Background: an optimization exercise with open tools, aiming at small area. Do not read the settings as production practice. The RTL was checked by simulation tests, not by an equivalence proof against the original design. Power figures rest on the tool's default switching activity, not on a simulated workload.

==> flow/design.v (outline; a module is shown in full before it is edited, if it fits) <==
// module usbf_crc16: 34 lines
// module usbf_sie_rx: 284 lines
// module usbf_sie_tx: 216 lines
// module usbf_device_core: 449 lines
// module usb_desc: 177 lines
// module usb_uvc_core: 656 lines
// module ulpi_wrapper: 288 lines
// module frame: 119 lines
// module usb_uvc_top: 169 lines
module usb_uvc_top
(
     input           clk_i
    ,input           rst_i
    ,input  [  7:0]  ulpi_data_out_i
    ,input           ulpi_dir_i
    ,input           ulpi_nxt_i
    ,output [  7:0]  ulpi_data_in_o
    ,output          ulpi_stp_o
    ,output          fifo_wr_en_o
    ,output [  7:0]  fifo_wr_data_o
    ,output          fifo_rd_en_o
    ,input  [  7:0]  fifo_rd_data_i
    ,input  [ 11:0]  fifo_wnum_i
    ,input           fifo_aempty_i
    ,input           fifo_afull_i
    ,input           fifo_empty_i
);
  // ...
==> flow/flow/run.sh <==
#!/bin/bash
# Layout flow: the standard flow (standard.sh) with two changes.
#  1. Synthesis is the standard flow's own script (synth_recipe.tcl, ORFS synth.tcl) except
#     that the ABC call maps the logic with an area-oriented script
#     (flow/abc.script) in place of ORFS's speed script. The registers are
#     mapped before ABC runs, so they are the standard synthesis's.
#  2. The port buffers are buf_1 cells.
# Each tool's output is in orfs/logs/ (per step) and standard.log (make).
set -euo pipefail
W=$(pwd)
F=$W/flow
sed "s#^source \$::env(SCRIPTS_DIR)/synth_preamble.tcl\$#&\nset abc_args [lreplace \$abc_args 1 1 $F/abc.script]#" \
    "$FLOW_HOME/scripts/synth.tcl" > "$W/synth_area.tcl"
grep -q "$F/abc.script" "$W/synth_area.tcl"
sed "s#source \$::env(SCRIPTS_DIR)/synth.tcl#source $W/synth_area.tcl#" synth_recipe.tcl > "$W/synth_recipe_area.tcl"
grep -q "synth_area.tcl" "$W/synth_recipe_area.tcl"
export BUFFER_PORTS_ARGS="-buffer_cell sky130_fd_sc_hd__buf_1"
bash standard.sh SYNTH_SCRIPT="$W/synth_recipe_area.tcl" finish > "$W/standard.log" 2>&1
==> flow/flow/abc.script <==
strash
&get -n
&deepsyn -T 60
&put
dch -f
amap
&get -n
&st
&dch
&nf -R 1000
&put
topo
==> flow/standard.sh <==
#!/bin/bash
# synth_recipe.tcl (not shown) runs the flow's synth.tcl, then flattens the netlist and writes it again
# the make line also repeats each setting of config.mk as NAME=value (left out here)
make -C /OpenROAD-flow-scripts/flow DESIGN_CONFIG=/design/flow/config.mk WORK_HOME=/design/flow/orfs CLKGATE_MAP_FILE= SYNTH_SCRIPT=/design/flow/synth_recipe.tcl "${@:-finish}"
==> flow/config.mk <==
export PLATFORM = sky130hd
export DESIGN_NAME = usb_uvc_top
export DESIGN_NICKNAME = usb_uvc_top
export VERILOG_FILES = /design/flow/design.v
export SDC_FILE = /design/flow/constraint.sdc
export NUM_CORES = 4
export LEC_CHECK = 0
export CAP_MARGIN = 20
export CORE_MARGIN = 2
export CORE_UTILIZATION = 60
export CTS_BUF_LIST = sky130_fd_sc_hd__clkbuf_16
export CTS_CLUSTER_DIAMETER = 90
export CTS_CLUSTER_SIZE = 26
export SLEW_MARGIN = 20
==> flow/constraint.sdc <==
create_clock -name core_clock -period 10.0 [get_ports {clk_i}]
set_input_delay 2.0000 -clock core_clock [delete_from_list [all_inputs] [get_ports {clk_i}]]
set_output_delay 2.0000 -clock core_clock [all_outputs]
set_load 0.01 [all_outputs]
==> out/results.txt, run 1 <==
Final Hold Fails -> 0
Crit path to -> fifo_rd_en_o
Hold buffers post-CTS -> 0
Fin cells -> 2982
Final GP Congestion -> 0.922
Rel. slew slack -> 34.6%
Post-CTS setup buffer count -> 0
DP HPWL -> 42300 um
Mux cell area share after synthesis -> 2.97%
Clock tree buffer depth -> 3
Most frequent cell after synthesis -> dfrtp_1
Final hold slack -> 338 ps
Post-synthesis instance total -> 2361
Combinational Power Share -> 15.8%
Crit path from -> u_usb_phy.tx_delay_q[0]
Status -> finished clean
# DRC -> 0
Yosys top cell area share -> 39.9%
VDD IR-drop max -> 0.000173 V
Total of warnings raised by yosys -> 9
Most frequent cells in the layout -> dfrtp_1, nand2_1, nor2_1
Mapped cell area -> 23700 um^2
Dominant power group -> sequential cells
Final Worst Setup Slack -> 4750 ps
Antenna Cells -> 0
Clk power -> 1070 uW
Multi-input gates -> 1786
Largest delay share family, worst path -> simple AND/OR/NAND/NOR gates
Multi-input combinational area share -> 43.4%
==> module usbf_sie_rx, before the edit <==
module usbf_sie_rx
(
     input           clk_i
    ,input           rst_i
    ,input           enable_i
    ,input  [  7:0]  utmi_data_i
    ,input           utmi_rxvalid_i
    ,input           utmi_rxactive_i
    ,input  [  6:0]  current_addr_i
    ,output [  2:0]  pid_o
    ,output          frame_valid_o
    ,output          token_valid_o
    ,output [  3:0]  token_ep_o
    ,output          handshake_valid_o
    ,output          data_valid_o
    ,output          data_strb_o
    ,output [  7:0]  data_o
    ,output          data_last_o
    ,output          data_crc_err_o
    ,output          data_complete_o
);
localparam STATE_W                       = 4;
localparam STATE_RX_IDLE                 = 4'd0;
localparam STATE_RX_TOKEN2               = 4'd1;
localparam STATE_RX_TOKEN3               = 4'd2;
localparam STATE_RX_TOKEN_COMPLETE       = 4'd3;
localparam STATE_RX_SOF2                 = 4'd4;
localparam STATE_RX_SOF3                 = 4'd5;
localparam STATE_RX_DATA                 = 4'd6;
localparam STATE_RX_DATA_COMPLETE        = 4'd7;
localparam STATE_RX_IGNORED              = 4'd8;
reg [STATE_W-1:0] state_q;
reg [7-1:0]        token_dev_q;
reg [4-1:0]         token_ep_q;
reg [2:0]                   token_pid_q;
function [2:0] rp_code;
    input [7:0] pid;
begin
    case (pid)
    8'h69:    rp_code = 3'd1;
    8'hE1:   rp_code = 3'd2;
    8'h2D: rp_code = 3'd3;
    8'hB4:  rp_code = 3'd4;
    8'hC3: rp_code = 3'd5;
    8'h4B: rp_code = 3'd6;
    8'hD2:   rp_code = 3'd7;
    default:    rp_code = 3'd0;
    endcase
end
endfunction
reg [31:0] data_buffer_q;
reg [3:0]  data_valid_q;
reg [3:0]  rx_active_q;
wire shift_en_w = (utmi_rxvalid_i & utmi_rxactive_i) || !utmi_rxactive_i;
always @ (posedge clk_i)
    data_buffer_q[31:24] <= utmi_data_i;
always @ (posedge clk_i)
if (shift_en_w)
    data_buffer_q[23:0] <= data_buffer_q[31:8];
always @ (posedge clk_i or posedge rst_i)
if (rst_i)
    data_valid_q <= 4'b0;
else if (shift_en_w)
    data_valid_q <= {(utmi_rxvalid_i & utmi_rxactive_i), data_valid_q[3:1]};
else
    data_valid_q <= {data_valid_q[3:1], 1'b0};
reg [1:0] data_crc_q;
always @ (posedge clk_i or posedge rst_i)
if (rst_i)
    data_crc_q <= 2'b0;
else if (shift_en_w)
    data_crc_q <= {!utmi_rxactive_i, data_crc_q[1]};
always @ (posedge clk_i or posedge rst_i)
if (rst_i)
    rx_active_q <= 4'b0;
else
    rx_active_q <= {utmi_rxactive_i, rx_active_q[3:1]};
wire [7:0] data_w       = data_buffer_q[7:0];
wire       data_ready_w = data_valid_q[0];
wire       crc_byte_w   = data_crc_q[0];
wire       rx_active_w  = rx_active_q[0];
wire       address_match_w = (token_dev_q == current_addr_i);
reg [STATE_W-1:0] next_state_r;
always @ *
begin
    next_state_r = state_q;
    case (state_q)
    STATE_RX_IDLE :
    begin
       if (data_ready_w)
       begin
           case (data_w)
              8'hE1, 8'h69, 8'h2D, 8'hB4:
                    next_state_r  = STATE_RX_TOKEN2;
              8'hA5:
                    next_state_r  = STATE_RX_SOF2;
              8'hC3, 8'h4B, 8'h87, 8'h0F:
              begin
                    next_state_r  = STATE_RX_DATA;
              end
              8'hD2, 8'h5A, 8'h1E, 8'h96:
                    next_state_r  = STATE_RX_IDLE;
              default :  
                    next_state_r  = STATE_RX_IGNORED;
           endcase
       end
    end
    STATE_RX_IGNORED :
    begin
        if (!rx_active_w)
           next_state_r = STATE_RX_IDLE;
    end
    STATE_RX_SOF2 :
    begin
       if (data_ready_w)
           next_state_r = STATE_RX_SOF3;
       else if (!rx_active_w)
           next_state_r = STATE_RX_IDLE;
    end
    STATE_RX_SOF3 :
    begin
       if (data_ready_w || !rx_active_w)
           next_state_r = STATE_RX_IDLE;
    end
    STATE_RX_TOKEN2 :
    begin
       if (data_ready_w)
           next_state_r = STATE_RX_TOKEN3;
       else if (!rx_active_w)
           next_state_r = STATE_RX_IDLE;
    end
    STATE_RX_TOKEN3 :
    begin
       if (data_ready_w)
           next_state_r = STATE_RX_TOKEN_COMPLETE;
       else if (!rx_active_w)
           next_state_r = STATE_RX_IDLE;
    end
    STATE_RX_TOKEN_COMPLETE :
    begin
        next_state_r  = STATE_RX_IDLE;
    end
    STATE_RX_DATA :
    begin
       if (crc_byte_w)
            next_state_r = STATE_RX_DATA_COMPLETE;
    end
    STATE_RX_DATA_COMPLETE :
    begin
        if (!rx_active_w)
            next_state_r = STATE_RX_IDLE;
    end
    default :
       ;
    endcase
end
always @ (posedge clk_i or posedge rst_i)
if (rst_i)
    state_q   <= STATE_RX_IDLE;
else if (!enable_i)
    state_q   <= STATE_RX_IDLE;
else
    state_q   <= next_state_r;
reg handshake_valid_q;
always @ (posedge clk_i or posedge rst_i)
if (rst_i)
    handshake_valid_q <= 1'b0;
else if (state_q == STATE_RX_IDLE && data_ready_w)
begin
    case (data_w)
    8'hD2, 8'h5A, 8'h1E, 8'h96:
        handshake_valid_q <= address_match_w;
    default :
        handshake_valid_q <= 1'b0;
    endcase
end
else
    handshake_valid_q <= 1'b0;
assign handshake_valid_o = handshake_valid_q;
reg frame_valid_q;
always @ (posedge clk_i or posedge rst_i)
if (rst_i)
    frame_valid_q <= 1'b0;
else
    frame_valid_q <= (state_q == STATE_RX_SOF3 && data_ready_w);
assign frame_valid_o = frame_valid_q;
always @ (posedge clk_i or posedge rst_i)
if (rst_i)
    token_pid_q <= 3'd0;
else if (state_q == STATE_RX_IDLE && data_ready_w)
    token_pid_q <= rp_code(data_w);
else if (!enable_i)
    token_pid_q <= 3'd0;
assign pid_o = token_pid_q;
reg token_valid_q;
always @ (posedge clk_i or posedge rst_i)
if (rst_i)
    token_valid_q <= 1'b0;
else
    token_valid_q <= (state_q == STATE_RX_TOKEN_COMPLETE) && address_match_w;
assign token_valid_o = token_valid_q;
always @ (posedge clk_i or posedge rst_i)
if (rst_i)
    token_dev_q <= 7'b0;
else if (state_q == STATE_RX_TOKEN2 && data_ready_w)
    token_dev_q <= data_w[6:0];
else if (!enable_i)
    token_dev_q <= 7'b0;
always @ (posedge clk_i or posedge rst_i)
if (rst_i)
    token_ep_q      <= 4'b0;
else if (state_q == STATE_RX_TOKEN2 && data_ready_w)
    token_ep_q[0]   <= data_w[7];
else if (state_q == STATE_RX_TOKEN3 && data_ready_w)
    token_ep_q[3:1] <= data_w[2:0];
else if (!enable_i)
    token_ep_q      <= 4'b0;
assign token_ep_o = token_ep_q;
wire [7:0] input_data_w  = data_w;
wire       input_ready_w = state_q == STATE_RX_DATA && data_ready_w && !crc_byte_w;
reg [15:0]  crc_sum_q;
wire [15:0] crc_out_w;
reg         crc_err_q;
usbf_crc16
u_crc16
(
    .crc_in_i(crc_sum_q),
    .din_i(data_w),
    .crc_out_o(crc_out_w)
);
always @ (posedge clk_i)
if (state_q == STATE_RX_IDLE)
    crc_sum_q   <= 16'hFFFF;
else if (data_ready_w)
    crc_sum_q   <= crc_out_w;
always @ (posedge clk_i or posedge rst_i)
if (rst_i)
    crc_err_q   <= 1'b0;
else if (state_q == STATE_RX_IDLE)
    crc_err_q   <= 1'b0;
else if (state_q == STATE_RX_DATA_COMPLETE && next_state_r == STATE_RX_IDLE)
    crc_err_q   <= (crc_sum_q != 16'hB001);
assign data_crc_err_o = crc_err_q;
reg data_complete_q;
always @ (posedge clk_i or posedge rst_i)
if (rst_i)
    data_complete_q   <= 1'b0;
else if (state_q == STATE_RX_DATA_COMPLETE && next_state_r == STATE_RX_IDLE)
    data_complete_q   <= 1'b1;
else
    data_complete_q   <= 1'b0;
assign data_complete_o = data_complete_q;
reg data_zlp_q;
always @ (posedge clk_i or posedge rst_i)
if (rst_i)
    data_zlp_q   <= 1'b0;
else if (state_q == STATE_RX_IDLE && next_state_r == STATE_RX_DATA)
    data_zlp_q   <= 1'b1;
else if (input_ready_w)
    data_zlp_q   <= 1'b0;
reg        valid_q;
reg        last_q;
reg [7:0]  data_q;
reg        mask_q;
always @ (posedge clk_i or posedge rst_i)
if (rst_i)
begin
    valid_q  <= 1'b0;
    mask_q   <= 1'b0;
    last_q   <= 1'b0;
end
else
begin
    valid_q  <= input_ready_w || ((state_q == STATE_RX_DATA) && crc_byte_w && data_zlp_q);
    mask_q   <= input_ready_w;
    last_q   <= (state_q == STATE_RX_DATA) && crc_byte_w;
end
always @ (posedge clk_i)
    data_q   <= input_data_w;
assign data_valid_o = valid_q;
assign data_strb_o  = mask_q;
assign data_o       = data_q;
assign data_last_o  = last_q | crc_byte_w;
endmodule
==> module usbf_sie_tx, before the edit <==
module usbf_sie_tx
(
     input           clk_i
    ,input           rst_i
    ,input           enable_i
    ,input           chirp_i
    ,input           utmi_txready_i
    ,input           tx_valid_i
    ,input  [  2:0]  tx_pid_i
    ,input           data_valid_i
    ,input           data_strb_i
    ,input  [  7:0]  data_i
    ,input           data_last_i
    ,output [  7:0]  utmi_data_o
    ,output          utmi_txvalid_o
    ,output          tx_accept_o
    ,output          data_accept_o
);
localparam STATE_W                       = 3;
localparam STATE_TX_IDLE                 = 3'd0;
localparam STATE_TX_PID                  = 3'd1;
localparam STATE_TX_DATA                 = 3'd2;
localparam STATE_TX_CRC1                 = 3'd3;
localparam STATE_TX_CRC2                 = 3'd4;
localparam STATE_TX_DONE                 = 3'd5;
localparam STATE_TX_CHIRP                = 3'd6;
reg [STATE_W-1:0] state_q;
reg [STATE_W-1:0] next_state_r;
reg data_pid_q;
reg data_zlp_q;
always @ (posedge clk_i or posedge rst_i)
if (rst_i)
begin
    data_pid_q <= 1'b0;
    data_zlp_q <= 1'b0;
end
else if (!enable_i)
begin
    data_pid_q <= 1'b0;
    data_zlp_q <= 1'b0;
end
else if (tx_valid_i && tx_accept_o)
begin
    data_pid_q <= tx_pid_i[2];
    data_zlp_q <= tx_pid_i[2] && data_valid_i && (data_strb_i == 1'b0) && data_last_i;
end
else if (next_state_r == STATE_TX_CRC1)
begin
    data_pid_q <= 1'b0;
    data_zlp_q <= 1'b0;
end
assign tx_accept_o = (state_q == STATE_TX_IDLE);
always @ *
begin
    next_state_r = state_q;
    case (state_q)
    STATE_TX_IDLE :
    begin
        if (chirp_i)
            next_state_r  = STATE_TX_CHIRP;
        else if (tx_valid_i)
            next_state_r  = STATE_TX_PID;
    end
    STATE_TX_PID :
    begin
        if (utmi_txready_i)
        begin
            if (data_zlp_q)
                next_state_r = STATE_TX_CRC1;
            else if (data_pid_q)
                next_state_r = STATE_TX_DATA;
            else
                next_state_r = STATE_TX_DONE;
        end
    end
    STATE_TX_DATA :
    begin
        if (utmi_txready_i)
        begin
            if (data_last_i)
                next_state_r  = STATE_TX_CRC1;
        end
    end
    STATE_TX_CRC1 :
    begin
        if (utmi_txready_i)
            next_state_r  = STATE_TX_CRC2;
    end
    STATE_TX_CRC2 :
    begin
        if (utmi_txready_i)
            next_state_r  = STATE_TX_DONE;
    end
    STATE_TX_DONE :
    begin
        if (!utmi_txvalid_o || utmi_txready_i)
            next_state_r  = STATE_TX_IDLE;
    end
    STATE_TX_CHIRP :
    begin
        if (!chirp_i)
            next_state_r  = STATE_TX_IDLE;
    end
    default :
       ;
    endcase
    if (!enable_i && !chirp_i)
        next_state_r  = STATE_TX_IDLE;
end
always @ (posedge clk_i or posedge rst_i)
if (rst_i)
    state_q   <= STATE_TX_IDLE;
else
    state_q   <= next_state_r;
reg       input_valid_r;
reg [7:0] input_byte_r;
reg       input_last_r;
always @ *
begin
    input_valid_r = data_strb_i & data_pid_q;
    input_byte_r  = data_i;
    input_last_r  = data_last_i;
end
reg data_accept_r;
always @ *
begin
    if (state_q == STATE_TX_DATA)
        data_accept_r = utmi_txready_i;
    else if (state_q == STATE_TX_PID && data_zlp_q)
        data_accept_r = utmi_txready_i;
    else
        data_accept_r = 1'b0;
end
assign data_accept_o = data_accept_r;
reg [15:0]  crc_sum_q;
wire [15:0] crc_out_w;
reg         crc_err_q;
usbf_crc16
u_crc16
(
    .crc_in_i(crc_sum_q),
    .din_i(utmi_data_o),
    .crc_out_o(crc_out_w)
);
always @ (posedge clk_i)
if (state_q == STATE_TX_IDLE)
    crc_sum_q   <= 16'hFFFF;
else if (state_q == STATE_TX_DATA && utmi_txvalid_o && utmi_txready_i)
    crc_sum_q   <= crc_out_w;
reg       valid_q;
reg [2:0] data_q;      
reg [7:0] pid_byte_w;
always @ *
    case (data_q)
    3'd1: pid_byte_w = 8'h1E;
    3'd2:   pid_byte_w = 8'h5A;
    3'd3:   pid_byte_w = 8'hD2;
    3'd4: pid_byte_w = 8'hC3;
    3'd5: pid_byte_w = 8'h4B;
    3'd6: pid_byte_w = 8'h87;
    default:   pid_byte_w = 8'h00;
    endcase
always @ (posedge clk_i or posedge rst_i)
if (rst_i)
begin
    valid_q <= 1'b0;
    data_q  <= 3'd0;
end
else if (!enable_i)
begin
    valid_q <= 1'b0;
    data_q  <= 3'd0;
end
else if (tx_valid_i && tx_accept_o)
begin
    valid_q <= 1'b1;
    data_q  <= tx_pid_i;
end
else if (utmi_txready_i)
begin
    valid_q <= 1'b0;
    data_q  <= 3'd0;
end
reg       utmi_txvalid_r;
reg [7:0] utmi_data_r;
always @ *
begin
    if (state_q == STATE_TX_CHIRP)
    begin
        utmi_txvalid_r = 1'b1;
        utmi_data_r    = 8'b0;
    end
    else if (state_q == STATE_TX_CRC1)
    begin
        utmi_txvalid_r = 1'b1;
        utmi_data_r    = crc_sum_q[7:0] ^ 8'hFF;
    end
    else if (state_q == STATE_TX_CRC2)
    begin
        utmi_txvalid_r = 1'b1;
        utmi_data_r    = crc_sum_q[15:8] ^ 8'hFF;
    end
    else if (state_q == STATE_TX_DATA)
    begin
        utmi_txvalid_r = data_valid_i;
        utmi_data_r    = data_i;
    end
    else
    begin
        utmi_txvalid_r = valid_q;
        utmi_data_r    = pid_byte_w;
    end
end
assign utmi_txvalid_o = utmi_txvalid_r;
assign utmi_data_o    = utmi_data_r;
endmodule
==> module usbf_device_core, before the edit <==
module usbf_device_core
(
     input           clk_i
    ,input           rst_i
    ,input           usb_rst_i
    ,input  [  7:0]  utmi_data_i
    ,input           utmi_txready_i
    ,input           utmi_rxvalid_i
    ,input           utmi_rxactive_i
    ,input           reg_chirp_en_i
    ,input  [  6:0]  reg_dev_addr_i
    ,input           ep0_stall_i
    ,input           ep0_tx_data_valid_i
    ,input           ep0_tx_data_strb_i
    ,input  [  7:0]  ep0_tx_data_i
    ,input           ep0_tx_data_last_i
    ,input           ep2_stall_i
    ,input           ep2_tx_data_valid_i
    ,input           ep2_tx_data_strb_i
    ,input  [  7:0]  ep2_tx_data_i
    ,input           ep2_tx_data_last_i
    ,input  [  1:0]  iso_pid_init_i
    ,output          intr_o
    ,output [  7:0]  utmi_data_o
    ,output          utmi_txvalid_o
    ,output          rx_strb_o
    ,output [  7:0]  rx_data_o
    ,output          rx_last_o
    ,output          ep0_rx_setup_o
    ,output          ep0_rx_valid_o
    ,output          ep0_tx_data_accept_o
    ,output          ep2_tx_data_accept_o
    ,output          reg_sts_rst_o
    ,output          txact_o
);
localparam STATE_RX_IDLE                 = 3'd0;
localparam STATE_RX_DATA                 = 3'd1;
localparam STATE_RX_DATA_READY           = 3'd2;
localparam STATE_RX_DATA_IGNORE          = 3'd3;
localparam STATE_TX_DATA                 = 3'd4;
localparam STATE_TX_DATA_COMPLETE        = 3'd5;
localparam STATE_TX_HANDSHAKE            = 3'd6;
localparam STATE_TX_CHIRP                = 3'd7;
reg [2:0] state_q;
wire usb_rst_w = usb_rst_i;
wire                    frame_valid_w;
wire [3:0]              token_ep_w;
wire [2:0]              token_pid_w;
wire                    token_valid_w;
wire                    rx_data_valid_w;
wire                    rx_data_complete_w;
wire                    rx_crc_err_w;
wire                    rx_handshake_w;
reg                     tx_data_valid_r;
reg                     tx_data_strb_r;
reg  [7:0]              tx_data_r;
reg                     tx_data_last_r;
wire                    tx_data_accept_w;
reg                     tx_valid_q;
reg [2:0]               tx_pid_q;
reg [1:0]               tx_iso_pid_sel;
wire                    tx_accept_w;
reg                     rx_space_q;
reg                     rx_enable_q;
reg                     rx_setup_q;
reg                     ep0_out_data_bit_q;
reg                     ep0_in_data_bit_q;
reg                     ep1_out_data_bit_q;
reg                     ep3_out_data_bit_q;
reg [6:0]               current_addr_q;
wire ep0_w = (token_ep_w == 4'd0);
wire ep1_w = (token_ep_w == 4'd1);
wire ep2_w = (token_ep_w == 4'd2);
wire ep3_w = (token_ep_w == 4'd3);
usbf_sie_tx
u_sie_tx
(
    .clk_i(clk_i),
    .rst_i(rst_i),
    .enable_i(~usb_rst_w),
    .chirp_i(reg_chirp_en_i),
    .utmi_data_o(utmi_data_o),
    .utmi_txvalid_o(utmi_txvalid_o),
    .utmi_txready_i(utmi_txready_i),
    .tx_valid_i(tx_valid_q),
    .tx_pid_i(tx_pid_q),
    .tx_accept_o(tx_accept_w),
    .data_valid_i(tx_data_valid_r),
    .data_strb_i(tx_data_strb_r),
    .data_i(tx_data_r),
    .data_last_i(tx_data_last_r),
    .data_accept_o(tx_data_accept_w)
);
always @ *
begin
    tx_data_valid_r = 1'b0;
    tx_data_strb_r  = 1'b0;
    tx_data_r       = 8'b0;
    tx_data_last_r  = 1'b0;
    if (ep0_w)
    begin
        tx_data_valid_r = ep0_tx_data_valid_i;
        tx_data_strb_r  = ep0_tx_data_strb_i;
        tx_data_r       = ep0_tx_data_i;
        tx_data_last_r  = ep0_tx_data_last_i;
    end
    else if (ep2_w)
    begin
        tx_data_valid_r = ep2_tx_data_valid_i;
        tx_data_strb_r  = ep2_tx_data_strb_i;
        tx_data_r       = ep2_tx_data_i;
        tx_data_last_r  = ep2_tx_data_last_i;
    end
end
assign ep0_tx_data_accept_o = tx_data_accept_w & ep0_w;
assign ep2_tx_data_accept_o = tx_data_accept_w & ep2_w;
wire rx_space_r     = ep0_w;
wire tx_ready_r     = (ep0_w & ep0_tx_data_valid_i) | (ep2_w & ep2_tx_data_valid_i);
wire out_data_bit_r = (ep0_w & ep0_out_data_bit_q) | (ep1_w & ep1_out_data_bit_q) |
                      (ep3_w & ep3_out_data_bit_q);
wire in_data_bit_r  = ep0_in_data_bit_q;    
wire ep_stall_r     = (ep0_w & ep0_stall_i) | (ep2_w & ep2_stall_i);
wire ep_iso_r       = ep2_w;
always @ (posedge clk_i or posedge rst_i)
if (rst_i)
    rx_space_q <= 1'b0;
else if (state_q == STATE_RX_IDLE)
    rx_space_q <= rx_space_r;
usbf_sie_rx
u_sie_rx
(
    .clk_i(clk_i),
    .rst_i(rst_i),
    .enable_i(~usb_rst_w && ~reg_chirp_en_i),
    .utmi_data_i(utmi_data_i),
    .utmi_rxvalid_i(utmi_rxvalid_i),
    .utmi_rxactive_i(utmi_rxactive_i),
    .current_addr_i(current_addr_q),
    .pid_o(token_pid_w),
    .frame_valid_o(frame_valid_w),
    .token_valid_o(token_valid_w),
    .token_ep_o(token_ep_w),
    .handshake_valid_o(rx_handshake_w),
    .data_valid_o(rx_data_valid_w),
    .data_strb_o(rx_strb_o),
    .data_o(rx_data_o),
    .data_last_o(rx_last_o),
    .data_complete_o(rx_data_complete_w),
    .data_crc_err_o(rx_crc_err_w)
);
assign ep0_rx_valid_o = rx_enable_q & rx_data_valid_w & ep0_w;
assign ep0_rx_setup_o = rx_setup_q & ep0_w;
reg [2:0] next_state_r;
assign txact_o = state_q == STATE_TX_DATA;
wire pid_mismatch_w = (token_pid_w == 3'd5 &&  out_data_bit_r) ||
                      (token_pid_w == 3'd6 && !out_data_bit_r);
always @ *
begin
    next_state_r = state_q;
    case (state_q)
    STATE_RX_IDLE :
    begin
        if (token_valid_w)
        begin
            if (token_pid_w == 3'd1)
            begin
                if (ep_stall_r)
                    next_state_r  = STATE_TX_HANDSHAKE;
                else if (tx_ready_r)
                    next_state_r  = STATE_TX_DATA;
                else
                    next_state_r  = STATE_TX_HANDSHAKE;
            end
            else if (token_pid_w == 3'd4)
                next_state_r  = STATE_TX_HANDSHAKE;
            else if (token_pid_w == 3'd2)
            begin
                if (ep_stall_r)
                    next_state_r  = STATE_RX_DATA_IGNORE;
                else if (rx_space_r)
                    next_state_r  = STATE_RX_DATA;
                else
                    next_state_r  = STATE_RX_DATA_IGNORE;
            end
            else if (token_pid_w == 3'd3)
            begin
                if (rx_space_r)
                    next_state_r  = STATE_RX_DATA;
                else
                    next_state_r  = STATE_RX_DATA_IGNORE;
            end
        end
        else if (reg_chirp_en_i)
            next_state_r  = STATE_TX_CHIRP;
    end
    STATE_RX_DATA :
    begin
        if (pid_mismatch_w && !ep_iso_r)
            next_state_r  = STATE_RX_DATA_IGNORE;
        else if (rx_data_valid_w && rx_last_o)
            next_state_r  = STATE_RX_DATA_READY;
    end
    STATE_RX_DATA_IGNORE :
    begin
        if (rx_data_valid_w && rx_last_o)
            next_state_r  = STATE_RX_DATA_READY;
    end
    STATE_RX_DATA_READY :
    begin
        if (rx_data_complete_w)
        begin
            if (rx_crc_err_w)
                next_state_r  = STATE_RX_IDLE;
            else if (ep_iso_r)
                next_state_r  = STATE_RX_IDLE;
            else
                next_state_r  = STATE_TX_HANDSHAKE;
        end
    end
    STATE_TX_DATA :
    begin
        if (!tx_valid_q || tx_accept_w)
            if (tx_data_valid_r && tx_data_last_r && tx_data_accept_w)
                next_state_r  = STATE_TX_DATA_COMPLETE;
    end
    STATE_TX_DATA_COMPLETE :
        next_state_r  = STATE_RX_IDLE;
    STATE_TX_HANDSHAKE :
    begin
        if (tx_accept_w)
            next_state_r  = STATE_RX_IDLE;
    end
    default :  
    begin
        if (!reg_chirp_en_i)
            next_state_r  = STATE_RX_IDLE;
    end
    endcase
    if (usb_rst_w && !reg_chirp_en_i)
        next_state_r  = STATE_RX_IDLE;
end
always @ (posedge clk_i or posedge rst_i)
if (rst_i)
    state_q   <= STATE_RX_IDLE;
else
    state_q   <= next_state_r;
reg         tx_valid_r;
reg [2:0]   tx_pid_r;
always @ *
begin
    tx_valid_r = 1'b0;
    tx_pid_r   = 3'd0;
    case (state_q)
    STATE_RX_IDLE :
    begin
        if (token_valid_w)
        begin
            if (token_pid_w == 3'd1)
            begin
                tx_valid_r = 1'b1;
                if (ep_stall_r)
                    tx_pid_r   = 3'd1;
                else if (tx_ready_r)
                begin
                    if (ep_iso_r)
                        case (tx_iso_pid_sel)
                        2'd1:    tx_pid_r = 3'd5;
                        2'd2:    tx_pid_r = 3'd6;
                        default: tx_pid_r = 3'd4;
                        endcase
                    else
                        tx_pid_r   = in_data_bit_r ? 3'd5 : 3'd4;
                end
                else
                    tx_pid_r   = 3'd2;
            end
            else if (token_pid_w == 3'd4)
            begin
                tx_valid_r = 1'b1;
                if (ep_stall_r)
                    tx_pid_r   = 3'd1;
                else if (rx_space_r)
                    tx_pid_r   = 3'd3;
                else
                    tx_pid_r   = 3'd2;
            end
        end
    end
    STATE_RX_DATA_READY :
    begin
       if (rx_data_complete_w && !rx_crc_err_w && !ep_iso_r)
       begin
            tx_valid_r = 1'b1;
            if (ep_stall_r)
                tx_pid_r   = 3'd1;
            else if (pid_mismatch_w)
                tx_pid_r   = 3'd3;
            else if (!rx_space_q)
                tx_pid_r   = 3'd2;
            else
                tx_pid_r   = 3'd3;
       end
    end
    STATE_TX_CHIRP :
        tx_valid_r = 1'b1;
    default :
       ;
    endcase
end
always @ (posedge clk_i or posedge rst_i)
if (rst_i)
begin
    tx_valid_q <= 1'b0;
    tx_pid_q   <= 3'd0;
end
else if (!tx_valid_q || tx_accept_w)
begin
    tx_valid_q <= tx_valid_r;
    tx_pid_q   <= tx_pid_r;
end
always @ (posedge clk_i or posedge rst_i)
if (rst_i)
    rx_enable_q <= 1'b0;
else if (usb_rst_w || reg_chirp_en_i)
    rx_enable_q <= 1'b0;
else
    rx_enable_q <= (state_q == STATE_RX_DATA);
always @ (posedge clk_i or posedge rst_i)
if (rst_i)
    rx_setup_q <= 1'b0;
else if (usb_rst_w || reg_chirp_en_i)
    rx_setup_q <= 1'b0;
else
    rx_setup_q <= (state_q == STATE_RX_IDLE) && token_valid_w && (token_pid_w == 3'd3) && ep0_w;
reg addr_update_pending_q;
reg sent_status_zlp_q;
wire ep0_tx_zlp_w = ep0_tx_data_valid_i && !ep0_tx_data_strb_i &&
                    ep0_tx_data_last_i && ep0_tx_data_accept_o;
wire addr_ack_w = sent_status_zlp_q && addr_update_pending_q && rx_handshake_w &&
                  token_pid_w == 3'd7;
always @ (posedge clk_i or posedge rst_i)
if (rst_i)
    sent_status_zlp_q   <= 1'b0;
else if (usb_rst_w)
    sent_status_zlp_q   <= 1'b0;
else if (ep0_tx_zlp_w)
    sent_status_zlp_q   <= 1'b1;
else if (rx_handshake_w)
    sent_status_zlp_q   <= 1'b0;
always @ (posedge clk_i or posedge rst_i)
if (rst_i)
    addr_update_pending_q   <= 1'b0;
else if (addr_ack_w || usb_rst_w)
    addr_update_pending_q   <= 1'b0;
else if (reg_dev_addr_i != current_addr_q)
    addr_update_pending_q   <= 1'b1;
always @ (posedge clk_i or posedge rst_i)
if (rst_i)
    current_addr_q  <= 7'b0;
else if (addr_ack_w)
    current_addr_q  <= reg_dev_addr_i;
reg new_out_bit_r;
reg new_in_bit_r;
always @ *
begin
    new_out_bit_r = out_data_bit_r;
    new_in_bit_r  = in_data_bit_r;
    case (state_q)
    STATE_RX_DATA_READY :
    begin
       if (rx_data_complete_w && !rx_crc_err_w && !ep_iso_r && !ep_stall_r &&
           !pid_mismatch_w && rx_space_q)
            new_out_bit_r = !out_data_bit_r;
    end
    STATE_RX_IDLE :
    begin
        if (token_valid_w)
        begin
            if (token_pid_w == 3'd3)
            begin
                new_out_bit_r = 1'b0;
                new_in_bit_r  = 1'b1;
            end
        end
        else if (rx_handshake_w && token_pid_w == 3'd7)
            new_in_bit_r = !in_data_bit_r;
    end
    default:
        ;
    endcase
end
always @ (posedge clk_i or posedge rst_i)
if (rst_i)
begin
    ep0_out_data_bit_q <= 1'b0;
    ep0_in_data_bit_q  <= 1'b0;
end
else if (usb_rst_w)
begin
    ep0_out_data_bit_q <= 1'b0;
    ep0_in_data_bit_q  <= 1'b0;
end
else if (ep0_w)
begin
    ep0_out_data_bit_q <= new_out_bit_r;
    ep0_in_data_bit_q  <= new_in_bit_r;
end
always @ (posedge clk_i or posedge rst_i)
if (rst_i)
    ep1_out_data_bit_q <= 1'b0;
else if (usb_rst_w)
    ep1_out_data_bit_q <= 1'b0;
else if (ep1_w)
    ep1_out_data_bit_q <= new_out_bit_r;
always @ (posedge clk_i or posedge rst_i)
if (rst_i)
    ep3_out_data_bit_q <= 1'b0;
else if (usb_rst_w)
    ep3_out_data_bit_q <= 1'b0;
else if (ep3_w)
    ep3_out_data_bit_q <= new_out_bit_r;
reg sof_r1;
reg sof_r2;
always @ (posedge clk_i) begin
    sof_r1 <= frame_valid_w;
    sof_r2 <= sof_r1;
end
always @ (posedge clk_i or posedge rst_i)
if (rst_i)
    tx_iso_pid_sel <= 2'b0;
else if (sof_r2)
    tx_iso_pid_sel <= iso_pid_init_i;
else if (ep_iso_r & tx_data_valid_r & tx_data_last_r & tx_data_accept_w)
    tx_iso_pid_sel <= (tx_iso_pid_sel == 2'd2) ? 2'd1 : 2'd0;
reg rst_event_q;
always @ (posedge clk_i or posedge rst_i)
if (rst_i)
    rst_event_q <= 1'b0;
else
    rst_event_q <= usb_rst_w;
assign reg_sts_rst_o = rst_event_q;
reg intr_q;
always @ (posedge clk_i or posedge rst_i)
if (rst_i)
    intr_q <= 1'b0;
else
    intr_q <= frame_valid_w | (!rst_event_q && usb_rst_w);
assign intr_o = intr_q;
endmodule
==> module usb_uvc_core, before the edit <==
module usb_uvc_core
(
     input           clk_i
    ,input           rst_i
    ,input           enable_i
    ,input  [  7:0]  utmi_data_in_i
    ,input           utmi_txready_i
    ,input           utmi_rxvalid_i
    ,input           utmi_rxactive_i
    ,input           utmi_rxerror_i
    ,input  [  1:0]  utmi_linestate_i
    ,input           inport_valid_i
    ,input  [  7:0]  inport_data_i
    ,input  [  9:0]  inport_len_i
    ,input  [  1:0]  iso_pid_sel_i
    ,input  [  7:0]  frame_i
    ,input  [ 31:0]  pts_i
    ,output [  7:0]  utmi_data_out_o
    ,output          utmi_txvalid_o
    ,output [  1:0]  utmi_op_mode_o
    ,output [  1:0]  utmi_xcvrselect_o
    ,output          utmi_termselect_o
    ,output          utmi_dppulldown_o
    ,output          utmi_dmpulldown_o
    ,output          sof_o
    ,output          inport_accept_o
    ,output          txact_o
);
localparam STATE_IDLE                    = 3'd0;
localparam STATE_WAIT_RST                = 3'd1;
localparam STATE_SEND_CHIRP_K            = 3'd2;
localparam STATE_WAIT_CHIRP_JK           = 3'd3;
localparam STATE_FULLSPEED               = 3'd4;
localparam STATE_HIGHSPEED               = 3'd5;
localparam HS_RESET_TIME  = 20'd600000;
localparam SUSPEND_TIME   = 20'd180000;
localparam L_DETACH_TIME    = 21'h1CD0C2;
localparam L_ATTACH_FS_TIME = 21'h1134A1;
localparam L_CHIRPK_TIME    = 21'h09CCC6;
localparam L_HS_RESET_TIME  = 21'h076E15;
localparam L_RESUME_TIME    = 21'h1557FF;
reg [2:0]  state_q;
reg [2:0]  next_state_r;
reg [20:0] tmr_q;
reg [19:0] susp_q;        
reg        susp_wrap_q;   
reg [2:0]  chirp_count_q;
reg [1:0]  last_linestate_q;
reg [1:0]  utmi_op_mode_r;
reg [1:0]  utmi_xcvrselect_r;
reg        utmi_termselect_r;
wire ls_se0_w = (utmi_linestate_i == 2'b00);
always @ *
begin
    next_state_r      = state_q;
    utmi_op_mode_r    = 2'd1;
    utmi_xcvrselect_r = 2'd0;
    utmi_termselect_r = 1'b0;
    case (state_q)
    STATE_IDLE:
    begin
        if (enable_i && tmr_q == L_DETACH_TIME)
            next_state_r = STATE_WAIT_RST;
    end
    STATE_WAIT_RST:
    begin
        utmi_op_mode_r    = 2'd0;
        utmi_xcvrselect_r = 2'd1;
        utmi_termselect_r = 1'b1;
        if (tmr_q == L_ATTACH_FS_TIME)
            next_state_r = STATE_SEND_CHIRP_K;
    end
    STATE_SEND_CHIRP_K:
    begin
        utmi_op_mode_r    = 2'd2;
        utmi_termselect_r = 1'b1;
        if (tmr_q == L_CHIRPK_TIME)
            next_state_r = STATE_WAIT_CHIRP_JK;
    end
    STATE_WAIT_CHIRP_JK:
    begin
        utmi_op_mode_r    = 2'd2;
        utmi_termselect_r = 1'b1;
        if (chirp_count_q >= 3'd5)
            next_state_r = STATE_HIGHSPEED;
        else if (tmr_q == L_HS_RESET_TIME)
            next_state_r = STATE_FULLSPEED;
    end
    STATE_FULLSPEED:
    begin
        utmi_op_mode_r    = 2'd0;
        utmi_xcvrselect_r = 2'd1;
        utmi_termselect_r = 1'b1;
        if (tmr_q == L_RESUME_TIME)
            next_state_r = STATE_HIGHSPEED;
        else if (susp_q >= HS_RESET_TIME)
            next_state_r = STATE_WAIT_RST;
    end
    STATE_HIGHSPEED:
    begin
        utmi_op_mode_r    = 2'd0;
        if (susp_q >= SUSPEND_TIME)
            next_state_r = STATE_FULLSPEED;
    end
    default:
        ;
    endcase
end
always @ (posedge clk_i or posedge rst_i)
if (rst_i)
    state_q   <= STATE_IDLE;
else
    state_q   <= next_state_r;
wire tmr_clr_w = (next_state_r == STATE_WAIT_RST  && state_q != STATE_WAIT_RST) ||
                 (state_q == STATE_WAIT_RST && !ls_se0_w) ||
                 (next_state_r == STATE_FULLSPEED && state_q != STATE_FULLSPEED) ||
                 (state_q == STATE_FULLSPEED && utmi_linestate_i != 2'b10);
always @ (posedge clk_i or posedge rst_i)
if (rst_i)
    tmr_q <= 21'd0;
else if (tmr_clr_w)
    tmr_q <= 21'd0;
else
    tmr_q <= {tmr_q[19:0], ~(tmr_q[20] ^ tmr_q[18])};
always @(posedge clk_i or posedge rst_i)
if (rst_i)
begin
    susp_q      <= 20'd0;
    susp_wrap_q <= 1'b0;
end
else if (ls_se0_w)
begin
    susp_q      <= susp_q + 20'd1;
    if (&susp_q)
        susp_wrap_q <= 1'b1;
end
else
begin
    susp_q      <= 20'd0;
    susp_wrap_q <= 1'b0;
end
wire usb_rst_w = susp_wrap_q | (|susp_q[19:14]);
always @ (posedge clk_i or posedge rst_i)
if (rst_i)
    last_linestate_q   <= 2'b0;
else
    last_linestate_q   <= utmi_linestate_i;
always @ (posedge clk_i or posedge rst_i)
if (rst_i)
    chirp_count_q   <= 3'b0;
else if (state_q == STATE_SEND_CHIRP_K)
    chirp_count_q   <= 3'b0;
else if (state_q == STATE_WAIT_CHIRP_JK && (last_linestate_q != utmi_linestate_i))
    chirp_count_q   <= chirp_count_q + 3'd1;
assign utmi_op_mode_o    = utmi_op_mode_r;
assign utmi_xcvrselect_o = utmi_xcvrselect_r;
assign utmi_termselect_o = utmi_termselect_r;
assign utmi_dppulldown_o = 1'b0;
assign utmi_dmpulldown_o = 1'b0;
wire utmi_chirp_en_w = (state_q == STATE_SEND_CHIRP_K);
wire usb_hs_w        = (state_q == STATE_HIGHSPEED);
wire        usb_reset_w;
reg  [6:0]  device_addr_q;
wire        rx_strb_w;
wire [7:0]  rx_data_w;
wire        rx_last_w;
wire        ep0_rx_valid_w;
wire        ep0_rx_setup_w;
wire        ep0_tx_data_accept_w;
wire        ep2_tx_data_accept_w;
wire        ep0_tx_data_valid_w;
wire        ep0_tx_data_strb_w;
wire [7:0]  ep0_tx_data_w;
wire        ep0_tx_data_last_w;
wire        ep0_tx_stall_w;
wire        ep2_tx_data_valid_w;
wire        ep2_tx_data_strb_w;
wire [7:0]  ep2_tx_data_w;
wire        ep2_tx_data_last_w;
wire        ep2_tx_stall_w;
usbf_device_core
u_core
(
    .clk_i(clk_i),
    .rst_i(rst_i),
    .usb_rst_i(usb_rst_w),
    .intr_o(sof_o),
    .utmi_data_o(utmi_data_out_o),
    .utmi_data_i(utmi_data_in_i),
    .utmi_txvalid_o(utmi_txvalid_o),
    .utmi_txready_i(utmi_txready_i),
    .utmi_rxvalid_i(utmi_rxvalid_i),
    .utmi_rxactive_i(utmi_rxactive_i),
    .reg_chirp_en_i(utmi_chirp_en_w),
    .reg_dev_addr_i(device_addr_q),
    .rx_strb_o(rx_strb_w),
    .rx_data_o(rx_data_w),
    .rx_last_o(rx_last_w),
    .ep0_stall_i(ep0_tx_stall_w),
    .ep0_rx_setup_o(ep0_rx_setup_w),
    .ep0_rx_valid_o(ep0_rx_valid_w),
    .ep0_tx_data_valid_i(ep0_tx_data_valid_w),
    .ep0_tx_data_strb_i(ep0_tx_data_strb_w),
    .ep0_tx_data_i(ep0_tx_data_w),
    .ep0_tx_data_last_i(ep0_tx_data_last_w),
    .ep0_tx_data_accept_o(ep0_tx_data_accept_w),
    .ep2_stall_i(ep2_tx_stall_w),
    .ep2_tx_data_valid_i(ep2_tx_data_valid_w),
    .ep2_tx_data_strb_i(ep2_tx_data_strb_w),
    .ep2_tx_data_i(ep2_tx_data_w),
    .ep2_tx_data_last_i(ep2_tx_data_last_w),
    .ep2_tx_data_accept_o(ep2_tx_data_accept_w),
    .reg_sts_rst_o(usb_reset_w),
    .txact_o(txact_o),
    .iso_pid_init_i(iso_pid_sel_i)
);
localparam RQ_NOP   = 3'd0;  
localparam RQ_ACK   = 3'd1;  
localparam RQ_ADDR  = 3'd2;  
localparam RQ_DESC  = 3'd3;  
localparam RQ_CONF  = 3'd4;  
localparam RQ_SETIF = 3'd5;  
localparam RQ_UVC   = 3'd6;  
localparam RQ_STALL = 3'd7;  
function [2:0] rq_class;
    input [7:0] b;
begin
    case (b)
    8'h00, 8'h08: rq_class = RQ_NOP;
    8'h01, 8'h03: rq_class = RQ_ACK;
    8'h05:        rq_class = RQ_ADDR;
    8'h06:        rq_class = RQ_DESC;
    8'h09:        rq_class = RQ_CONF;
    8'h0B:        rq_class = RQ_SETIF;
    8'h81:        rq_class = RQ_UVC;
    default:      rq_class = RQ_STALL;
    endcase
end
endfunction
reg        rt_dir_q;      
reg [1:0]  rt_type_q;     
reg        rt_rcp1_q;     
reg [2:0]  rq_q;          
reg [7:0]  wvl_q;         
reg [1:0]  wvh_q;         
reg        wil1_q;        
reg [15:0] wLength;
reg [2:0] setup_wr_idx_q;
reg       setup_frame_q;
reg       setup_valid_q;
reg       setup_data_q;
reg       status_ready_q;
wire      setup_wr_w = ep0_rx_valid_w && rx_strb_w;
always @ (posedge clk_i or posedge rst_i)
if (rst_i)
begin
    rt_dir_q  <= 1'b0;
    rt_type_q <= 2'b0;
    rt_rcp1_q <= 1'b0;
    rq_q      <= RQ_NOP;
    wvl_q     <= 8'b0;
    wvh_q     <= 2'b0;
    wil1_q    <= 1'b0;
    wLength   <= 16'b0;
end
else if (ep0_rx_setup_w)
begin
    rt_dir_q  <= 1'b0;
    rt_type_q <= 2'b0;
    rt_rcp1_q <= 1'b0;
    rq_q      <= RQ_NOP;
    wvl_q     <= 8'b0;
    wvh_q     <= 2'b0;
    wil1_q    <= 1'b0;
    wLength   <= 16'b0;
end
else if (setup_wr_w)
begin
    case (setup_wr_idx_q)
    3'd0:
    begin
        rt_dir_q  <= rx_data_w[7];
        rt_type_q <= rx_data_w[6:5];
        rt_rcp1_q <= (rx_data_w[4:0] == 5'd1);
    end
    3'd1: rq_q  <= rq_class(rx_data_w);
    3'd2: wvl_q <= rx_data_w;
    3'd3: wvh_q <= (rx_data_w[7:2] == 6'd0) ? rx_data_w[1:0] : 2'd0;
    3'd4: wil1_q <= (rx_data_w == 8'd1);
    3'd5: ;
    3'd6: wLength[7:0]  <= rx_data_w;
    default: wLength[15:8] <= rx_data_w;
    endcase
end
always @ (posedge clk_i or posedge rst_i)
if (rst_i)
begin
    setup_wr_idx_q     <= 3'b0;
    setup_valid_q      <= 1'b0;
    setup_frame_q      <= 1'b0;
    setup_data_q       <= 1'b0;
    status_ready_q     <= 1'b0;
end
else if (ep0_rx_setup_w)
begin
    setup_wr_idx_q     <= 3'b0;
    setup_valid_q      <= 1'b0;
    setup_frame_q      <= 1'b1;
    setup_data_q       <= 1'b0;
    status_ready_q     <= 1'b0;
end
else if (setup_wr_w)
begin
    setup_wr_idx_q      <= setup_wr_idx_q + 3'd1;
    setup_valid_q       <= setup_frame_q && rx_last_w;
    setup_data_q        <= !setup_frame_q && rx_last_w;
    if (rx_last_w)
        setup_frame_q   <= 1'b0;
end
else if (ep0_rx_valid_w && !rx_strb_w && rx_last_w)
begin
    setup_valid_q       <= 1'b0;
    status_ready_q      <= 1'b1;
end
else
    setup_valid_q       <= 1'b0;
wire setup_get_w     = setup_valid_q &&  rt_dir_q;
wire setup_set_w     = setup_valid_q && !rt_dir_q;
wire setup_no_data_w = setup_set_w && (wLength == 16'b0);
wire set_ack_w       = setup_set_w && setup_no_data_w;
reg        ctrl_stall_r;
reg        ctrl_ack_r;
reg        ctrl_resp_r;
reg        ctrl_resp_q;
reg [7:0]  desc_addr_r;
reg [6:0]  device_addr_r;
reg        set_with_data_q;
reg        set_with_data_r;
wire       data_status_zlp_w;
always @ *
begin
    ctrl_stall_r    = 1'b0;
    ctrl_ack_r      = 1'b0;
    desc_addr_r     = 8'b0;
    device_addr_r   = device_addr_q;
    set_with_data_r = set_with_data_q;
    ctrl_resp_r     = ctrl_resp_q;
    if (setup_valid_q)
    begin
        set_with_data_r = 1'b0;
        case (rt_type_q)
        2'b00:
        begin
            case (rq_q)
            RQ_NOP:
                ;
            RQ_ACK:
                ctrl_ack_r = set_ack_w;
            RQ_ADDR:
            begin
                ctrl_ack_r    = set_ack_w;
                device_addr_r = wvl_q[6:0];
            end
            RQ_DESC:
            begin
                case (wvh_q)
                2'd1: desc_addr_r = 8'd0;
                2'd2: desc_addr_r = 8'd32;
                2'd3:
                    case (wvl_q)
                    8'd0: desc_addr_r = 8'd219;
                    8'd1: desc_addr_r = 8'd223;
                    8'd2: desc_addr_r = 8'd243;
                    8'd3: desc_addr_r = 8'd19;
                    default: ;
                    endcase
                default: ;
                endcase
            end
            RQ_CONF:
            begin
                if (wvl_q == 8'd0 || wvl_q == 8'd1)
                    ctrl_ack_r   = set_ack_w;
                else
                    ctrl_stall_r = 1'b1;
            end
            RQ_SETIF:
            begin
                if ((wvl_q == 8'd0 || wvl_q == 8'd1) && wil1_q)
                    ctrl_ack_r   = set_ack_w;
                else
                    ctrl_stall_r = 1'b1;
            end
            default:
                ctrl_stall_r = 1'b1;
            endcase
        end
        2'b01:
        begin
            if (rq_q == RQ_UVC && wil1_q && wvh_q == 2'd1)
                ctrl_resp_r    = 1'b1;
            else
            begin
                ctrl_ack_r      = 1'b1;
                set_with_data_r = setup_set_w && !setup_no_data_w;
            end
        end
        default:
            ctrl_stall_r = 1'b1;
        endcase
    end
    else if (data_status_zlp_w)
        set_with_data_r = 1'b0;
end
always @ (posedge clk_i or posedge rst_i)
if (rst_i)
begin
    device_addr_q   <= 7'b0;
    set_with_data_q <= 1'b0;
end
else if (usb_reset_w)
    set_with_data_q <= 1'b0;
else
begin
    device_addr_q   <= device_addr_r;
    set_with_data_q <= set_with_data_r;
end
reg        ctrl_sending_q;
reg [15:0] ctrl_send_idx_q;
reg        ctrl_sending_r;
reg [15:0] ctrl_send_idx_r;
reg        ctrl_txvalid_q;
reg [7:0]  ctrl_txdata_q;
reg        ctrl_txstrb_q;
reg        ctrl_txlast_q;
reg        ctrl_txstall_q;
reg        ctrl_txvalid_r;
reg [7:0]  ctrl_txdata_r;
reg        ctrl_txstrb_r;
reg        ctrl_txlast_r;
reg        ctrl_txstall_r;
wire       ctrl_send_accept_w = ep0_tx_data_accept_w || !ep0_tx_data_valid_w;
reg  [7:0] desc_addr_q;
wire [7:0] desc_data_w;
wire [7:0] ep00_resp;
always @ *
begin
    ctrl_sending_r  = ctrl_sending_q;
    ctrl_send_idx_r = ctrl_send_idx_q;
    ctrl_txvalid_r  = ctrl_txvalid_q;
    ctrl_txdata_r   = ctrl_txdata_q;
    ctrl_txstrb_r   = ctrl_txstrb_q;
    ctrl_txlast_r   = ctrl_txlast_q;
    ctrl_txstall_r  = ctrl_txstall_q;
    if (setup_valid_q)
    begin
        if (ctrl_stall_r)
        begin
            ctrl_txvalid_r  = 1'b1;
            ctrl_txstrb_r   = 1'b0;
            ctrl_txlast_r   = 1'b1;
            ctrl_txstall_r  = 1'b1;
        end
        else if (ctrl_ack_r)
        begin
            ctrl_txvalid_r  = 1'b1;
            ctrl_txstrb_r   = 1'b0;
            ctrl_txlast_r   = 1'b1;
            ctrl_txstall_r  = 1'b0;
        end
        else
        begin
            ctrl_sending_r  = setup_get_w;
            ctrl_send_idx_r = 16'b0;
            ctrl_txstall_r  = 1'b0;
        end
    end
    else if (status_ready_q)
    begin
        ctrl_sending_r  = 1'b0;
        ctrl_send_idx_r = 16'b0;
        ctrl_txvalid_r  = 1'b0;
    end
    else if (set_with_data_q && setup_data_q)
    begin
        ctrl_txvalid_r  = 1'b1;
        ctrl_txstrb_r   = 1'b0;
        ctrl_txlast_r   = 1'b1;
        ctrl_txstall_r  = 1'b0;
    end
    else if (ctrl_sending_r && ctrl_send_accept_w)
    begin
        ctrl_txvalid_r  = 1'b1;
        ctrl_txdata_r   = ctrl_resp_q ? ep00_resp : desc_data_w;
        ctrl_txstrb_r   = 1'b1;
        ctrl_txlast_r   = usb_hs_w ? (ctrl_send_idx_q[5:0] == 6'b111111) : (ctrl_send_idx_q[2:0] == 3'b111);
        ctrl_send_idx_r = ctrl_send_idx_q + 16'd1;
        if (ctrl_send_idx_r == wLength)
        begin
            ctrl_sending_r = 1'b0;
            ctrl_txlast_r  = 1'b1;
        end
    end
    else if (ctrl_send_accept_w)
        ctrl_txvalid_r  = 1'b0;
end
assign data_status_zlp_w = set_with_data_q && setup_data_q && ctrl_send_accept_w;
always @ (posedge clk_i or posedge rst_i)
if (rst_i)
begin
    ctrl_sending_q  <= 1'b0;
    ctrl_send_idx_q <= 16'b0;
    ctrl_txvalid_q  <= 1'b0;
    ctrl_txdata_q   <= 8'b0;
    ctrl_txstrb_q   <= 1'b0;
    ctrl_txlast_q   <= 1'b0;
    ctrl_txstall_q  <= 1'b0;
    desc_addr_q     <= 8'b0;
    ctrl_resp_q     <= 1'b0;
end
else if (usb_reset_w)
begin
    ctrl_sending_q  <= 1'b0;
    ctrl_send_idx_q <= 16'b0;
    ctrl_txvalid_q  <= 1'b0;
    ctrl_txdata_q   <= 8'b0;
    ctrl_txstrb_q   <= 1'b0;
    ctrl_txlast_q   <= 1'b0;
    ctrl_txstall_q  <= 1'b0;
    desc_addr_q     <= 8'b0;
    ctrl_resp_q     <= 1'b0;
end
else
begin
    ctrl_sending_q  <= ctrl_sending_r;
    ctrl_send_idx_q <= ctrl_send_idx_r;
    ctrl_txvalid_q  <= ctrl_txvalid_r;
    ctrl_txdata_q   <= ctrl_txdata_r;
    ctrl_txstrb_q   <= ctrl_txstrb_r;
    ctrl_txlast_q   <= ctrl_txlast_r;
    ctrl_txstall_q  <= ctrl_txstall_r;
    if (setup_valid_q)
        desc_addr_q     <= desc_addr_r;
    else if (ctrl_sending_r && ctrl_send_accept_w)
        desc_addr_q     <= desc_addr_q + 8'd1;
    if (ctrl_resp_q && ~ctrl_sending_r)
        ctrl_resp_q     <= 1'b0;
    else
        ctrl_resp_q     <= ctrl_resp_r;
end
assign ep0_tx_data_valid_w = ctrl_txvalid_q;
assign ep0_tx_data_strb_w  = ctrl_txstrb_q;
assign ep0_tx_data_w       = ctrl_txdata_q;
assign ep0_tx_data_last_w  = ctrl_txlast_q;
assign ep0_tx_stall_w      = ctrl_txstall_q;
reg probe_sel_q;
always @ (posedge clk_i)
    probe_sel_q <= rt_dir_q && (rt_type_q == 2'b01) && rt_rcp1_q && wil1_q && (wvh_q == 2'd1);
reg [7:0] probe_r;
always @ *
begin
    probe_r = 8'h00;
    if (ctrl_send_idx_q[15:6] == 10'd0)
        case (ctrl_send_idx_q[5:0])
        6'd2:  probe_r = 8'h01;
        6'd3:  probe_r = 8'h01;
        6'd4:  probe_r = 8'h15;
        6'd5:  probe_r = 8'h16;
        6'd6:  probe_r = 8'h05;
        6'd18: probe_r = 8'hC0;
        6'd19: probe_r = 8'h49;
        6'd20: probe_r = 8'h05;
        6'd23: probe_r = 8'h04;
        6'd27: probe_r = 8'h87;
        6'd28: probe_r = 8'h93;
        6'd29: probe_r = 8'h03;
        default: ;
        endcase
end
assign ep00_resp = probe_sel_q ? probe_r : 8'h00;
usb_desc
u_usb_desc
(
     .i_descrom_raddr (desc_addr_q)
    ,.o_descrom_rdat  (desc_data_w)
);
localparam HERADER_LEN = 12;
reg sof_d0;
reg sof_d1;
always @(posedge clk_i or posedge rst_i)
    if (rst_i) begin
        sof_d0 <= 1'b0;
        sof_d1 <= 1'b0;
    end else begin
        sof_d0 <= sof_o;
        sof_d1 <= sof_d0;
    end
wire sof_rise = sof_d0 & ~sof_d1;
reg [13:0] sof_cnt_q;
always @(posedge clk_i or posedge rst_i)
    if (rst_i)
        sof_cnt_q <= 14'd0;
    else if (sof_rise)
        sof_cnt_q <= sof_cnt_q + 14'd1;
wire [10:0] sofCounts = sof_cnt_q[13:3];
reg        inport_valid_q;
reg [9:0]  inport_cnt_q;
reg [7:0]  ep2_tx_data_r;
reg        pkt_head;
always @ (posedge clk_i or posedge rst_i)
if (rst_i)
    inport_valid_q <= 1'b0;
else if (inport_accept_o)
    inport_valid_q <= inport_valid_i;
wire        inport_last_w  = !inport_valid_i || (inport_cnt_q == inport_len_i);
always @ (posedge clk_i or posedge rst_i)
if (rst_i)
    inport_cnt_q  <= 10'd0;
else if (inport_last_w && ep2_tx_data_accept_w)
    inport_cnt_q  <= 10'd0;
else if (ep2_tx_data_valid_w && ep2_tx_data_accept_w)
    inport_cnt_q  <= inport_cnt_q + 10'd1;
assign ep2_tx_data_valid_w = inport_valid_q | pkt_head;
assign ep2_tx_data_w       = ep2_tx_data_r;
assign ep2_tx_data_strb_w  = ep2_tx_data_valid_w & ~(inport_len_i == 0);
assign ep2_tx_data_last_w  = inport_last_w;
assign ep2_tx_stall_w      = inport_len_i == 0;
assign inport_accept_o     = !inport_valid_q | (ep2_tx_data_accept_w & ~pkt_head);
always @ (*)
if (pkt_head && inport_cnt_q[9:4] == 6'd0)
    case (inport_cnt_q[3:0])
        4'd0 : ep2_tx_data_r = HERADER_LEN;
        4'd1 : ep2_tx_data_r = frame_i;
        4'd2 : ep2_tx_data_r = pts_i[7:0];
        4'd3 : ep2_tx_data_r = pts_i[15:8];
        4'd4 : ep2_tx_data_r = pts_i[23:16];
        4'd5 : ep2_tx_data_r = pts_i[31:24];
        4'd6 : ep2_tx_data_r = pts_i[7:0];
        4'd7 : ep2_tx_data_r = pts_i[15:8];
        4'd8 : ep2_tx_data_r = pts_i[23:16];
        4'd9 : ep2_tx_data_r = pts_i[31:24];
        4'd10: ep2_tx_data_r = sofCounts[7:0];
        4'd11: ep2_tx_data_r = {5'd0,sofCounts[10:8]};
        default: ep2_tx_data_r = inport_data_i;
    endcase
else
    ep2_tx_data_r = inport_data_i;
always @(posedge clk_i or posedge rst_i) begin
    if(rst_i)
        pkt_head <= 0;
    else if(sof_o)
        pkt_head <= 1;
    else if(inport_cnt_q == HERADER_LEN-1)
        pkt_head <= 0;
end
endmodule
==> inputs of run 2 (changes only) <==
--- a/flow/design.v
+++ b/flow/design.v
@@ -269,8 +269,4 @@
     crc_sum_q   <= crc_out_w;
-always @ (posedge clk_i or posedge rst_i)
-if (rst_i)
-    crc_err_q   <= 1'b0;
-else if (state_q == STATE_RX_IDLE)
-    crc_err_q   <= 1'b0;
-else if (state_q == STATE_RX_DATA_COMPLETE && next_state_r == STATE_RX_IDLE)
+always @ (posedge clk_i)
+if (state_q == STATE_RX_DATA_COMPLETE && next_state_r == STATE_RX_IDLE)
     crc_err_q   <= (crc_sum_q != 16'hB001);
@@ -287,6 +283,4 @@
 reg data_zlp_q;
-always @ (posedge clk_i or posedge rst_i)
-if (rst_i)
-    data_zlp_q   <= 1'b0;
-else if (state_q == STATE_RX_IDLE && next_state_r == STATE_RX_DATA)
+always @ (posedge clk_i)
+if (state_q == STATE_RX_IDLE && next_state_r == STATE_RX_DATA)
     data_zlp_q   <= 1'b1;
@@ -484,3 +478,2 @@
     valid_q <= 1'b0;
-    data_q  <= 3'd0;
 end
@@ -489,3 +482,2 @@
     valid_q <= 1'b0;
-    data_q  <= 3'd0;
 end
@@ -494,3 +486,2 @@
     valid_q <= 1'b1;
-    data_q  <= tx_pid_i;
 end
@@ -499,4 +490,6 @@
     valid_q <= 1'b0;
-    data_q  <= 3'd0;
 end
+always @ (posedge clk_i)
+if (tx_valid_i && tx_accept_o)
+    data_q  <= tx_pid_i;
 reg       utmi_txvalid_r;
@@ -845,11 +838,8 @@
 if (rst_i)
-begin
     tx_valid_q <= 1'b0;
-    tx_pid_q   <= 3'd0;
-end
 else if (!tx_valid_q || tx_accept_w)
-begin
     tx_valid_q <= tx_valid_r;
+always @ (posedge clk_i)
+if (!tx_valid_q || tx_accept_w)
     tx_pid_q   <= tx_pid_r;
-end
 always @ (posedge clk_i or posedge rst_i)
@@ -1413,15 +1403,4 @@
 wire      setup_wr_w = ep0_rx_valid_w && rx_strb_w;
-always @ (posedge clk_i or posedge rst_i)
-if (rst_i)
-begin
-    rt_dir_q  <= 1'b0;
-    rt_type_q <= 2'b0;
-    rt_rcp1_q <= 1'b0;
-    rq_q      <= RQ_NOP;
-    wvl_q     <= 8'b0;
-    wvh_q     <= 2'b0;
-    wil1_q    <= 1'b0;
-    wLength   <= 16'b0;
-end
-else if (ep0_rx_setup_w)
+always @ (posedge clk_i)
+if (ep0_rx_setup_w)
 begin
@@ -1671,3 +1650,2 @@
     ctrl_sending_q  <= 1'b0;
-    ctrl_send_idx_q <= 16'b0;
     ctrl_txvalid_q  <= 1'b0;
@@ -1677,3 +1655,2 @@
     ctrl_txstall_q  <= 1'b0;
-    desc_addr_q     <= 8'b0;
     ctrl_resp_q     <= 1'b0;
@@ -1683,3 +1660,2 @@
     ctrl_sending_q  <= 1'b0;
-    ctrl_send_idx_q <= 16'b0;
     ctrl_txvalid_q  <= 1'b0;
@@ -1689,3 +1665,2 @@
     ctrl_txstall_q  <= 1'b0;
-    desc_addr_q     <= 8'b0;
     ctrl_resp_q     <= 1'b0;
@@ -1695,3 +1670,2 @@
     ctrl_sending_q  <= ctrl_sending_r;
-    ctrl_send_idx_q <= ctrl_send_idx_r;
     ctrl_txvalid_q  <= ctrl_txvalid_r;
@@ -1701,6 +1675,2 @@
     ctrl_txstall_q  <= ctrl_txstall_r;
-    if (setup_valid_q)
-        desc_addr_q     <= desc_addr_r;
-    else if (ctrl_sending_r && ctrl_send_accept_w)
-        desc_addr_q     <= desc_addr_q + 8'd1;
     if (ctrl_resp_q && ~ctrl_sending_r)
@@ -1710,2 +1680,16 @@
 end
+always @ (posedge clk_i or posedge rst_i)
+if (rst_i)
+begin
+    ctrl_send_idx_q <= 16'b0;
+    desc_addr_q     <= 8'b0;
+end
+else
+begin
+    ctrl_send_idx_q <= ctrl_send_idx_r;
+    if (setup_valid_q)
+        desc_addr_q     <= desc_addr_r;
+    else if (ctrl_sending_r && ctrl_send_accept_w)
+        desc_addr_q     <= desc_addr_q + 8'd1;
+end
 assign ep0_tx_data_valid_w = ctrl_txvalid_q;
@@ -2372,3 +2356,3 @@
 always@(posedge clk_i or posedge rst_i) begin
-    if (rst_i) 
+    if (rst_i)
         txdat_len <= 10'd0;
==> out/results.txt, run 2 <==
Fin cells -> 2975 (was 2982)
First-pass GRT wire length -> 92600 um (was 95800 um)
VDD IR-drop max -> 0.000162 V (was 0.000173 V)
Number of H-tree levels -> 1 (unchanged)
Most frequent cells in the layout -> dfrtp_1, nand2_1, nor2_1 (unchanged)
Final Worst Setup Slack -> 4800 ps (was 4750 ps)
Vias -> 18.7k (was 18.9k)
Path depth of the worst reg2reg path -> 18 (was 22)
Total Neg Setup Slack -> 0 ps (unchanged)
Drt total wl -> 56500 um (was 58800 um)
Hold buffers post-CTS -> 0 (unchanged)
Final GP Congestion -> 0.938 (was 0.922)
Post-CTS setup buffer count -> 0 (unchanged)
Max FO, Critical Path -> 9 (was 11)
IO Count -> 54 (unchanged)
Library cells used by synthesis -> 69 (was 68)
Skew final -> 22.4 ps (was 19.9 ps)
Mapped cell area -> 23500 um^2 (was 23700 um^2)
Via count of the first global-routing pass -> 17.9k (was 18.3k)
Worst R2R Setup Slack -> 5510 ps (was 5090 ps)
Final cycle utilization of the critical path -> 52.0% (was 52.5%)
Hold EP -> u_usb_uvc_core.u_core.sof_r2 (unchanged)
Clock tree buffer depth -> 3 (unchanged)
Clk sinks -> 495 (unchanged)
Worst setup SP type -> flop (unchanged)
Post-synthesis instance total -> 2355 (was 2361)
Leak pwr -> 0.0105 uW (was 0.0108 uW)
Layout area overhead -> 7.09% (was 6.93%)
Critical R2R Launch -> u_usb_uvc_core.inport_cnt_q[0] (was u_usb_uvc_core.ctrl_send_idx_q[0])
Buffers on Ports -> 49 (unchanged)
Core Footprint -> 38600 um^2 (was 38800 um^2)
Total of warnings raised by yosys -> 9 (unchanged)
CTS clk-pin slew, worst paths -> 90 ps (was 100 ps)
Area leader, netlist -> dfrtp_1 (unchanged)
Rel. slew slack -> 40.3% (was 34.6%)
Final Hold Fails -> 0 (unchanged)
Synth Area per Inst -> 9.97 um^2 (was 10.0 um^2)
Placed cell count -> 2933 (was 2940)
CTS tree -> built (unchanged)
Antenna Cells -> 0 (unchanged)
Yosys top cell area share -> 35.8% (was 39.9%)
Most frequent cell after synthesis -> dfrtp_1 (unchanged)
Top post-synthesis cells by area -> dfrtp_1, edfxtp_1, dfxtp_1 (unchanged)
# DRC -> 0 (unchanged)
Max reg flops -> 64 (unchanged)
First-pass detailed-route iteration total -> 9 (was 6)
DP HPWL -> 40500 um (was 42300 um)
Die area -> 40700 um^2 (was 41100 um^2)
Status -> finished clean (unchanged)
## run 2: cell types whose count changed in the layout (fill, tap and decap cells not counted), sizes merged, moves of 6 or more
cell    previous run  this run
clkinv            79        90
o21ai            137       127
nor3              69        78
dfxtp             56        91
o211ai            17        11
a31oi             34        42
edfxtp            55        62
dfrtp            378       336
o22ai              6        21
nand2            253       237
xnor2             84        72
nor2             227       233
a221oi             7        16
## run 2: worst max path at each step
| stage | end | depth (start not counted) | start | slack [ps] |
|---|---|---|---|---|
| 3_3_place_gp | fifo_rd_en_o | 9 | u_usb_phy.tx_delay_q[0] | 5400 |
| 5_1_grt | fifo_rd_en_o | 9 | u_usb_phy.tx_delay_q[0] | 4550 |
| 3_5_place_dp | fifo_rd_en_o | 9 | u_usb_phy.tx_delay_q[0] | 5360 |
| 6_report | fifo_rd_en_o | 9 | u_usb_phy.tx_delay_q[0] | 4800 |
| 4_1_cts | fifo_rd_en_o | 9 | u_usb_phy.tx_delay_q[0] | 4740 |
| 2_1_floorplan | iso_pid_sel[0] | 1 | rst_i | 1660 |
## run 2: cell type report
class	count	area (um^2)
Multi-Input combinational cell	1769	10900
Inverter	90	350
Sequential cell	495	12200
Timing Repair Buffer	63	322
Clock buffer	23	576
Tap cell	518	648
Clock inverter	17	105
Fill cell	3069	13500
## run 2: routing by layer
layer | vias up | share of wire (%)
met3 | 116 | 6.5
met1 | 9121 | 46
met5 | - | 0
li1 | 8821 | -
met2 | 639 | 45
met4 | 0 | 2.7
## run 2: per-stage QoR
stage	utilization, %	hold slack (ps)	power [uW]
2_1_floorplan	-	310	2780
3_3_place_gp	63.2	312	2940
3_5_place_dp	63.2	319	2970
4_1_cts	65.0	342	4030
5_1_grt	65.1	353	4210
6_report	65.1	340	4020
## run 2: cells by family after synthesis
group | Yosys count | share of synthesized area, %
other | 1 | 0.0160
DFF | 495 | 52.1
muxes | 62 | 2.95
adders and majority gates | 67 | 3.57
xor gates and xnor gates | 111 | 4.14
buffers and inverters | 93 | 1.53
and+or+nand+nor | 905 | 18.8
AOI/OAI and AO/OA | 621 | 16.9
## run 2: report_power, final
group / switching (uW) / total, uW / internal, uW
Clock: 622 / 1080 / 454
Combinational: 361 / 593 / 232
Sequential: 161 / 2350 / 2190
Total: 1140 / 4020 / 2870
## run 2: worst max-delay path, cell delays in order, from the launching register on
cell and delay, ps:
dfrtp_1 400, clkinv_1 70, ha_1 150, nor2b_1 300, nand2_1 280, nor2_1 210, nand2_1 260, or3_1 410
a21boi_0 350, buf_1 200

[afterwards: timing with drivers on the ports]
In the flow no input, the clock included, has a driving cell. The finished layouts below were timed again as built, in two steps.
Step 1: set_driving_cell puts a clkbuf_16 on clk_i and a buf_2 on each other input, an assumption about the parent block.
Step 2 times the ports against the registers' clock, not the clock port: input delays grow and output delays shrink by t, the midpoint of the rising clock arrivals with the driver on.
Three values: ideal, step 1, step 2; two values: the first two.
run | t, ns | setup WS [ns]
run 1 | 0.614 | 4.754 / 4.699 / 5.091
run 2 | 0.612 | 4.804 / 4.747 / 5.359
After both steps every run listed still meets setup and hold.
